Background: an optimization exercise with open tools, aiming at small area. Do not read the settings as production practice.
In this exercise RTL edits were held to simulation tests only and were not proved equivalent to the original.
No activity file was given, so power comes from the tool's default toggle rates.

==> 07-25: inputs <==
==> flow/design.v <==
module cpufinal (clk, rst, data, data_in, addr_out, out);
input clk, rst;
input [7:0] data_in, data;
output reg [7:0] addr_out, out;
localparam RA = 3'b100;  
localparam RB = 3'b101;  
localparam P  = 3'b111;  
localparam W1 = 3'b010;  
localparam W2 = 3'b011;  
localparam F  = 3'b000;  
localparam X  = 3'b001;  
reg [2:0] s;
reg [7:0] ir;             
reg [7:0] a;              
reg [7:0] pc;             
reg [1:0] reg1, reg2;     
reg [8:0] temp;           
reg [7:0] result;         
reg op2;                  
reg clear;                
reg [7:0] datareg;
reg [7:0] rf0, rf1, rf2, rf3;
wire st_step = s[2];
wire st_latch = s[1];
wire st_f = s == F;
wire st_x = s == X;
wire [3:0] op = ir[7:4];
wire is_alu = op <= 4'b1001;
wire is_clr = op == 4'b1010;
wire is_ld = op == 4'b1011;
wire is_jmp = op == 4'b1100;
wire is_jc = op == 4'b1101;
wire is_nop = ir == 8'hFF;
wire inc = op2 & temp[8];
genvar gi;
wire [9:0] tc_c;
wire [8:0] temp_c;
assign tc_c[0] = inc;
generate for (gi = 0; gi < 9; gi = gi + 1) begin : g_tc
	assign temp_c[gi] = temp[gi] ^ tc_c[gi];
	assign tc_c[gi+1] = temp[gi] & tc_c[gi];
end endgenerate
wire [8:0] pc_c;
wire [7:0] pc_inc;
assign pc_c[0] = 1'b1;
generate for (gi = 0; gi < 8; gi = gi + 1) begin : g_pc
	assign pc_inc[gi] = pc[gi] ^ pc_c[gi];
	assign pc_c[gi+1] = pc[gi] & pc_c[gi];
end endgenerate
wire carry = temp_c[8];
wire [1:0] rsel = st_f ? reg2 : reg1;
reg [7:0] rd;
always @* begin
	case (rsel)
		2'd0: rd = rf0;
		2'd1: rd = rf1;
		2'd2: rd = rf2;
		default: rd = rf3;
	endcase
end
wire [7:0] rd1 = rd;
wire [7:0] rd2 = result;
wire arith = op[3:2] == 2'b00 && op[1:0] != 2'b11;   
wire inv = op == 4'b0001 || op == 4'b0010 || op == 4'b0110;
wire bmask = op != 4'b0110;
wire and_op = op == 4'b0100;
wire or_op = op == 4'b0011;
wire shift = op == 4'b0111 || op[3];
wire [7:0] bb = (rd2 & {8{bmask}}) ^ {8{inv}};
wire [7:0] pp = rd1 ^ bb;
wire [7:0] gg = rd1 & bb;
wire [8:0] cc;
assign cc[0] = op == 4'b0001;
generate for (gi = 0; gi < 8; gi = gi + 1) begin : g_add
	assign cc[gi+1] = gg[gi] | (pp[gi] & cc[gi]);
end endgenerate
wire [7:0] lo = (pp ^ (cc[7:0] & {8{arith}})) | (gg & {8{or_op}});
wire [7:0] shl = {rd1[6:0], op[3] & rd1[7]};
wire [7:0] shr = {1'b0, rd1[7:1]};
wire [7:0] res8 = shift ? ((op[3] & ~op[0]) ? shr : shl) : and_op ? gg : lo;
wire [8:0] alu = {arith ? (inv ^ cc[8]) : temp[8], res8};
wire [1:0] wsel = (op <= 4'b0101 || is_ld) ? ir[1:0] : ir[3:2];
wire we = st_step && (is_alu || is_ld);
always @(posedge clk) begin
	result <= (st_f && is_alu) ? rd : temp_c[7:0];
	if (rst) begin
		s <= RA;
		ir <= 0;
		pc <= 8'hFF;
		addr_out <= 0;
		out <= 0;
		datareg <= 0;
		temp <= 0;
	end else begin
		if (st_step || st_latch) begin
			if (s[0]) s <= F;
			else s <= {s[2:1], 1'b1};
		end else if (st_f) begin
			if (is_alu || is_clr || is_nop) s <= P;
			else s <= X;
		end else begin
			if (is_ld) s <= P;
			else if (is_jmp || is_jc) s <= W1;
		end
		if (st_latch) ir <= data_in;
		if (st_step) begin
			a <= pc;
			pc <= pc_inc;
		end
		if (st_x && (is_jmp || is_jc)) begin
			a <= pc;
			pc <= (is_jmp || carry) ? data : pc_inc;
		end
		if (st_f) addr_out <= a;
		if ((st_f && is_alu) || (st_x && is_ld)) begin
			datareg <= st_f ? result : data;
			out <= datareg;
		end
		if (s == P && is_alu) temp <= alu;
	end
	if (s == P && is_alu) begin
		reg1 <= ir[3:2];
		reg2 <= ir[1:0];
	end
	if (st_f && is_alu) op2 <= op == 4'b0010;
	if (st_f && is_alu) clear <= 0;
	if (st_f && is_clr) clear <= 1;
	if (rst || clear) begin
		rf0 <= 0; rf1 <= 0; rf2 <= 0; rf3 <= 0;
	end else if (we) begin
		case (wsel)
			2'd0: rf0 <= datareg;
			2'd1: rf1 <= datareg;
			2'd2: rf2 <= datareg;
			default: rf3 <= datareg;
		endcase
	end
end
endmodule
==> flow/flow/run.sh <==
#!/bin/bash
# The standard layout with three changes:
#  - synthesis maps the logic with an area-oriented ABC script (flow/area.abc)
#    instead of ORFS's speed script; everything else in the synthesis,
#    including the flip-flop mapping, is the standard synthesis;
#  - the port buffers are made from the smallest buffer cell;
#  - clock-tree synthesis uses clkbuf_8 and adds no dummy loads.
set -euo pipefail
here=$(pwd)
sed "s|^  log_cmd abc {\*}\$abc_args|  log_cmd abc {*}[lreplace \$abc_args 1 1 $here/flow/area.abc]|" \
  "$FLOW_HOME/scripts/synth.tcl" > "$here/my_synth.tcl"
grep -q "flow/area.abc" "$here/my_synth.tcl"
sed "s|^source \$::env(SCRIPTS_DIR)/synth.tcl|source $here/my_synth.tcl|" \
  "$here/synth_recipe.tcl" > "$here/my_synth_recipe.tcl"
grep -q "my_synth.tcl" "$here/my_synth_recipe.tcl"
bash standard.sh "SYNTH_SCRIPT=$here/my_synth_recipe.tcl" \
  'BUFFER_PORTS_ARGS=-buffer_cell sky130_fd_sc_hd__buf_1' \
  'CTS_ARGS=-sink_clustering_enable -repair_clock_nets -buf_list sky130_fd_sc_hd__clkbuf_8 -dont_use_dummy_load' \
  finish > flow_make.log 2>&1
==> flow/flow/area.abc <==
&get -n
&st
&deepsyn -J 1000 -T 1500
&dch -f
&nf -R 1000
&put
==> flow/standard.sh <==
#!/bin/bash
# synth_recipe.tcl (not shown) runs the flow's synth.tcl, then flattens the netlist and writes it again
# the make line also repeats each setting of config.mk as NAME=value (left out here)
make -C /OpenROAD-flow-scripts/flow DESIGN_CONFIG=/design/flow/config.mk WORK_HOME=/design/flow/orfs CLKGATE_MAP_FILE= SYNTH_SCRIPT=/design/flow/synth_recipe.tcl "${@:-finish}"
==> flow/config.mk <==
export PLATFORM = sky130hd
export DESIGN_NAME = cpufinal
export DESIGN_NICKNAME = cpufinal
export VERILOG_FILES = /design/flow/design.v
export SDC_FILE = /design/flow/constraint.sdc
export NUM_CORES = 4
export LEC_CHECK = 0
export CAP_MARGIN = 0
export CORE_MARGIN = 2
export CORE_UTILIZATION = 65
export GPL_TIMING_DRIVEN = 0
export PLACE_DENSITY = 0.8
export SLEW_MARGIN = 0
==> flow/constraint.sdc <==
create_clock -name core_clock -period 5.0 [get_ports {clk}]
set_input_delay 1.0000 -clock core_clock [delete_from_list [all_inputs] [get_ports {clk}]]
set_output_delay 1.0000 -clock core_clock [all_outputs]
set_load 0.01 [all_outputs]
==> 07-21 (differences from 07-25) <==
==> flow/design.v, changed modules only <==
module cpufinal (clk, rst, data, data_in, addr_out, out);
input clk, rst;
input [7:0] data_in, data;
output reg [7:0] addr_out, out;
localparam RA   = 3'b000;  
localparam RB   = 3'b001;  
localparam P    = 3'b010;  
localparam PALU = 3'b011;  
localparam F    = 3'b100;  
localparam X    = 3'b101;  
localparam W1   = 3'b110;  
localparam W2   = 3'b111;  
reg [2:0] s;
reg [7:0] ir;             
reg [7:0] a;              
reg [7:0] pc;             
reg [1:0] reg1, reg2;     
reg [8:0] temp;           
reg [7:0] result;         
reg op2;                  
reg clear;                
reg [7:0] datareg;
reg [7:0] rf0, rf1, rf2, rf3;
wire [3:0] op = ir[7:4];
wire is_alu = op <= 4'b1001;
wire is_clr = op == 4'b1010;
wire is_nop = ir == 8'hFF;
wire [8:0] temp_c = (op2 && temp[8]) ? temp + 9'd1 : temp;
wire carry = temp_c[8];
reg [7:0] rd1, rd2;
always @* begin
	case (reg1)
		2'd0: rd1 = rf0;
		2'd1: rd1 = rf1;
		2'd2: rd1 = rf2;
		default: rd1 = rf3;
	endcase
	case (reg2)
		2'd0: rd2 = rf0;
		2'd1: rd2 = rf1;
		2'd2: rd2 = rf2;
		default: rd2 = rf3;
	endcase
end
reg [8:0] alu;
always @* begin
	alu = temp;
	case (op)
		4'b0000 : alu = rd1 + rd2;
		4'b0001 : alu = rd1 - rd2;
		4'b0010 : alu = rd1 + ~rd2;
		4'b0011 : alu[7:0] = rd1 | rd2;
		4'b0100 : alu[7:0] = rd1 & rd2;
		4'b0101 : alu[7:0] = rd1 ^ rd2;
		4'b0110 : alu[7:0] = ~rd1;
		4'b0111 : alu[7:0] = rd1 << 1;
		4'b1000 : alu[7:0] = rd1 >> 1;
		4'b1001 : alu[7:0] = {rd1[6:0], rd1[7]};
		default : alu = temp;
	endcase
end
wire [1:0] wsel = (op <= 4'b0101) ? ir[1:0] : ir[3:2];
wire st_f = s == F;
wire st_x = s == X;
wire st_palu = s == PALU;
wire st_step = s == P || s == PALU || s == RB;
wire ld_en = st_x && op == 4'b1011;
wire wr_alu = st_palu;
wire wr_ld = ld_en;
always @(posedge clk) begin
	result <= temp_c[7:0];
	if (rst) begin
		s <= RA;
		ir <= 0;
		pc <= 0;
		addr_out <= 0;
		out <= 0;
		datareg <= 0;
		temp <= 0;
	end else begin
		case (s)
			RA: s <= RB;
			RB, P, PALU, W2: s <= F;
			W1: s <= W2;
			F: begin
				if (is_alu) s <= PALU;
				else if (is_clr || is_nop) s <= P;
				else s <= X;
			end
			X: begin
				if (op == 4'b1011) s <= P;
				else if (op == 4'b1100 || op == 4'b1101) s <= W1;
			end
		endcase
		if (s == P || s == PALU || s == W1 || s == W2) ir <= data_in;
		if (st_step) begin
			a <= pc;
			pc <= pc + 8'd1;
		end
		if (st_x && (op == 4'b1100 || op == 4'b1101)) begin
			a <= pc;
			pc <= (op == 4'b1100 || carry) ? data : pc + 8'd1;
		end
		if (st_f) addr_out <= a;
		if (st_f && is_alu) begin
			datareg <= result;
			out <= datareg;
		end
		if (ld_en) begin
			datareg <= data;
			out <= datareg;
		end
		if (st_palu) temp <= alu;
	end
	if (st_f && is_alu) op2 <= op == 4'b0010;
	if (st_f && is_alu) clear <= 0;
	if (st_f && is_clr) clear <= 1;
	if (st_palu) begin
		reg1 <= ir[3:2];
		reg2 <= ir[1:0];
	end
	if (rst || clear) begin
		rf0 <= 0; rf1 <= 0; rf2 <= 0; rf3 <= 0;
	end else begin
		if ((wr_alu && wsel == 2'd0) || (wr_ld && ir[1:0] == 2'd0)) rf0 <= wr_alu ? datareg : data;
		if ((wr_alu && wsel == 2'd1) || (wr_ld && ir[1:0] == 2'd1)) rf1 <= wr_alu ? datareg : data;
		if ((wr_alu && wsel == 2'd2) || (wr_ld && ir[1:0] == 2'd2)) rf2 <= wr_alu ? datareg : data;
		if ((wr_alu && wsel == 2'd3) || (wr_ld && ir[1:0] == 2'd3)) rf3 <= wr_alu ? datareg : data;
	end
end
endmodule
==> flow/run.sh (new file) <==
#!/bin/bash
# synth_recipe.tcl (not shown) runs the flow's synth.tcl, then flattens the netlist and writes it again
# the make line also repeats each setting of config.mk as NAME=value (left out here)
make -C /OpenROAD-flow-scripts/flow DESIGN_CONFIG=/design/flow/config.mk WORK_HOME=/design/flow/orfs CLKGATE_MAP_FILE= SYNTH_SCRIPT=/design/flow/synth_recipe.tcl finish
- CAP_MARGIN: 0 -> 20
- CORE_UTILIZATION: 65 -> 40
- GPL_TIMING_DRIVEN: 0 -> default
- PLACE_DENSITY: 0.8 -> default
- SLEW_MARGIN: 0 -> 20
removed: flow/flow/run.sh
removed: flow/flow/area.abc
removed: flow/standard.sh
==> 04-01 (differences from 07-25) <==
--- a/flow/design.v
+++ b/flow/design.v
@@ -86,7 +86,8 @@
 	if (rst) begin
 		s <= RA;
 		ir <= 0;
-		pc <= 8'hFF;
+		pc <= 8'h01;
+		a <= 0;
 		addr_out <= 0;
 		out <= 0;
 		datareg <= 0;
@@ -103,15 +104,12 @@
 			else if (is_jmp || is_jc) s <= W1;
 		end
 		if (st_latch) ir <= data_in;
-		if (st_step) begin
+		if (st_f) begin
+			addr_out <= a;
 			a <= pc;
 			pc <= pc_inc;
 		end
-		if (st_x && (is_jmp || is_jc)) begin
-			a <= pc;
-			pc <= (is_jmp || carry) ? data : pc_inc;
-		end
-		if (st_f) addr_out <= a;
+		if (st_x && (is_jmp || (is_jc && carry))) pc <= data;
 		if ((st_f && is_alu) || (st_x && is_ld)) begin
 			datareg <= st_f ? result : data;
 			out <= datareg;
--- a/flow/flow/run.sh
+++ b/flow/flow/run.sh
@@ -1,10 +1,13 @@
 #!/bin/bash
 # The standard layout with three changes:
-#  - synthesis maps the logic with an area-oriented ABC script (flow/area.abc)
-#    instead of ORFS's speed script; everything else in the synthesis,
-#    including the flip-flop mapping, is the standard synthesis;
+#  - synthesis maps the logic with an area-oriented ABC script (flow/area.abc,
+#    built around ABC's &deepsyn, then a second choice-and-map pass)
+#    instead of ORFS's speed script; everything
+#    else in the synthesis, including the flip-flop mapping, is the standard flow's
+#    standard synthesis;
 #  - the port buffers are made from the smallest buffer cell;
 #  - clock-tree synthesis uses clkbuf_8 and adds no dummy loads.
+# All tool output goes to flow_make.log here and to ORFS's logs under orfs/.
 set -euo pipefail
 here=$(pwd)
 sed "s|^  log_cmd abc {\*}\$abc_args|  log_cmd abc {*}[lreplace \$abc_args 1 1 $here/flow/area.abc]|" \
==> flow/flow/area.abc (replaced) <==
&get -n
&st
&deepsyn -J 1000 -T 900
&dch -f
&nf -R 1000
&put
strash
&get -n
&dch -f
&nf -R 1000
&put
==> 09-15 (differences from 07-25) <==
--- a/flow/design.v
+++ b/flow/design.v
@@ -48,18 +48,21 @@
 	assign pc_c[gi+1] = pc[gi] & pc_c[gi];
 end endgenerate
 wire carry = temp_c[8];
-wire [1:0] rsel = st_f ? reg2 : reg1;
-reg [7:0] rd;
+reg [7:0] rd1, rd2;
 always @* begin
-	case (rsel)
-		2'd0: rd = rf0;
-		2'd1: rd = rf1;
-		2'd2: rd = rf2;
-		default: rd = rf3;
+	case (reg1)
+		2'd0: rd1 = rf0;
+		2'd1: rd1 = rf1;
+		2'd2: rd1 = rf2;
+		default: rd1 = rf3;
+	endcase
+	case (reg2)
+		2'd0: rd2 = rf0;
+		2'd1: rd2 = rf1;
+		2'd2: rd2 = rf2;
+		default: rd2 = rf3;
 	endcase
 end
-wire [7:0] rd1 = rd;
-wire [7:0] rd2 = result;
 wire arith = op[3:2] == 2'b00 && op[1:0] != 2'b11;   
 wire inv = op == 4'b0001 || op == 4'b0010 || op == 4'b0110;
 wire bmask = op != 4'b0110;
@@ -82,7 +85,7 @@
 wire [1:0] wsel = (op <= 4'b0101 || is_ld) ? ir[1:0] : ir[3:2];
 wire we = st_step && (is_alu || is_ld);
 always @(posedge clk) begin
-	result <= (st_f && is_alu) ? rd : temp_c[7:0];
+	result <= temp_c[7:0];
 	if (rst) begin
 		s <= RA;
 		ir <= 0;
@@ -90,7 +93,6 @@
 		addr_out <= 0;
 		out <= 0;
 		datareg <= 0;
-		temp <= 0;
 	end else begin
 		if (st_step || st_latch) begin
 			if (s[0]) s <= F;
@@ -116,9 +118,9 @@
 			datareg <= st_f ? result : data;
 			out <= datareg;
 		end
-		if (s == P && is_alu) temp <= alu;
 	end
-	if (s == P && is_alu) begin
+	if (st_step && is_alu) begin
+		temp <= alu;
 		reg1 <= ir[3:2];
 		reg2 <= ir[1:0];
 	end
--- a/flow/flow/run.sh
+++ b/flow/flow/run.sh
@@ -15,5 +15,5 @@
 grep -q "my_synth.tcl" "$here/my_synth_recipe.tcl"
 bash standard.sh "SYNTH_SCRIPT=$here/my_synth_recipe.tcl" \
   'BUFFER_PORTS_ARGS=-buffer_cell sky130_fd_sc_hd__buf_1' \
-  'CTS_ARGS=-sink_clustering_enable -repair_clock_nets -buf_list sky130_fd_sc_hd__clkbuf_8 -dont_use_dummy_load' \
+  'CTS_ARGS=-sink_clustering_enable -repair_clock_nets -buf_list sky130_fd_sc_hd__clkbuf_8 -dont_use_dummy_load -sink_clustering_size 30 -sink_clustering_max_diameter 200' \
   finish > flow_make.log 2>&1
==> flow/flow/area.abc (replaced) <==
&get -n
&st
&deepsyn -J 200 -T 120
&dch -f
&nf -R 1000
&put
- CAP_MARGIN: 0 -> 20
- CORE_UTILIZATION: 65 -> 40
- PLACE_DENSITY: 0.8 -> default
- SLEW_MARGIN: 0 -> 20
==> results.py <==
metrics = {
    "drt": {
        "detail_route.iter0.violations": 324,
    },
    "power_and_ir_drop": {
        "sequentialPowerShare_pct": 57.3,
    },
    "timing": {
        "timing_worst_slew_pin_value_ns": 1.12,
        "timing.slew.headroom_pct": 24.8,
    },
    "worst_setup_path": {
        "cpPeakStageDelay_ns": 0.46,
    },
    "yosys": {
        "share_of_synthesized_cell_area_in_full_adder_half_adder_and_majority_cells_pct": 6.18,
        "synthSimpleGateAreaFrac_pct": 16.2,
    },
    "placed_design": {
        "dpl.cell_count": 572,
    },
    "final_layout": {
        "fillers": 533,
        "layout.nonclk_buf_share_pct": 2.56,
        "finalInstanceArea_sq_mm": 0.00484,
    },
    "outcome": {
        "outcome": "complete, no violations",
    },
    "floorplanning": {
        "taps": 80,
    },
}
That was 07-25.
==> results.py <==
metrics = {
    "final_layout": {
        "layout.nonclk_buf_share_pct": 5.39,
        "multi_input_area_sq_mm": 0.00372,
        "design.final.nets": 792,
        "fillers": 1522,
        "finalInstanceArea_sq_mm": 0.00701,
    },
    "drt": {
        "final_antenna_net_count": 0,
        "detail_route.iter0.violations": 432,
    },
    "worst_setup_path": {
        "cpPeakStageDelay_ns": 0.69,
    },
    "floorplanning": {
        "i_o_pin_total": 34,
        "taps": 211,
    },
    "outcome": {
        "outcome": "complete, no violations",
    },
    "global_routing": {
        "grt_pass1_vias": 5148,
    },
    "yosys": {
        "post_synth_mux_area_share_pct": 9.61,
        "postSynthNetCount": 789,
        "dominant_synthesized_flop_cell": "dfxtp_1",
        "share_of_synthesized_cell_area_in_full_adder_half_adder_and_majority_cells_pct": 6.30,
    },
    "power_and_ir_drop": {
        "power-per-cell-area_mw_per_mm2": 248,
        "sequentialPowerShare_pct": 51.5,
    },
    "hold_path": {
        "hold_path_startpoint": "addr_out[2]$_SDFFE_PP0P_",
    },
    "timing": {
        "fin_ws_ns": 1.60,
        "timing.slew.headroom_pct": 44.0,
    },
    "placed_design": {
        "dpl.cell_count": 944,
    },
}
That was 07-21.
==> results.py <==
metrics = {
    "outcome": {
        "outcome": "complete, no violations",
    },
    "yosys": {
        "share_of_synthesized_cell_area_in_full_adder_half_adder_and_majority_cells_pct": 6.09,
        "synthSimpleGateAreaFrac_pct": 12.1,
    },
    "power_and_ir_drop": {
        "sequentialPowerShare_pct": 60.5,
    },
    "floorplanning": {
        "taps": 140,
    },
    "worst_setup_path": {
        "cpPeakStageDelay_ns": 0.47,
    },
    "placed_design": {
        "dpl.cell_count": 591,
    },
    "timing": {
        "timing.slew.headroom_pct": 31.7,
        "timing_worst_slew_pin_value_ns": 1.02,
    },
    "final_layout": {
        "finalInstanceArea_sq_mm": 0.00499,
        "layout.nonclk_buf_share_pct": 3.03,
    },
    "drt": {
        "detail_route.iter0.violations": 253,
    },
}
That was 09-15.
==> results.py <==
metrics = {
    "floorplanning": {
        "initial_utilization_pct": 68.2,
        "taps": 77,
    },
    "placed_design": {
        "dpl.cell_count": 553,
    },
    "power_and_ir_drop": {
        "total_switching_power_uw": 460,
        "p_clk_uw": 406,
        "sequentialPowerShare_pct": 57.9,
    },
    "drt": {
        "detail_route.iter0.violations": 267,
        "number_of_iterations_in_the_first_detailed_routing_pass": 5,
        "top_layer": "met4",
    },
    "cts": {
        "postCtsSetupRepairBufs": 0,
    },
    "yosys": {
        "share_of_synthesized_cell_area_in_full_adder_half_adder_and_majority_cells_pct": 6.28,
        "postSynthNetCount": 482,
        "synthSimpleGateAreaFrac_pct": 13.6,
    },
    "final_layout": {
        "finalInstanceArea_sq_mm": 0.00475,
        "num-nonclk-buffers": 34,
        "multi_input_area_sq_mm": 0.00219,
        "layout.nonclk_buf_share_pct": 2.77,
        "fillers": 493,
    },
    "timing": {
        "timing_worst_slew_pin_value_ns": 1.18,
    },
    "worst_setup_path": {
        "cpPeakStageDelay_ns": 0.44,
    },
    "outcome": {
        "outcome": "complete, no violations",
    },
}
That was 04-01.

## static timing again, ports no longer ideal
In the flow no input, the clock included, has a driving cell. The finished layouts below were timed again as built, in two steps.
Step 1 assumes that a clkbuf_16 drives the clock port and a buf_2 every other input.
Step 2 also shifts input and output timing later by t, the mid clock arrival at the registers, as if the neighbouring blocks saw the same clock.
Slacks: no drivers / after step 1 / after step 2; pairs: no drivers / after step 1.
| run | t, ns | slack for setup (ns) | worst setup path at the end | slew at the worst register clock pin (ns) | worst slew at a driven data input, ns |
|---|---|---|---|---|---|
| 07-25 | 0.387 | 0.353 / 0.354 / 0.354 | register to register | 0.10 / 0.10 | 0.03 |
| 07-21 | 0.392 | 1.596 / 1.596 / 1.596 | register to register | 0.08 / 0.08 | 0.04 |
| 04-01 | 0.380 | 0.292 / 0.292 / 0.292 | register to register | 0.10 / 0.10 | 0.03 |
| 09-15 | 0.378 | 0.840 / 0.840 / 0.840 | register to register | 0.10 / 0.10 | 0.03 |
After both steps every run listed still meets setup and hold.
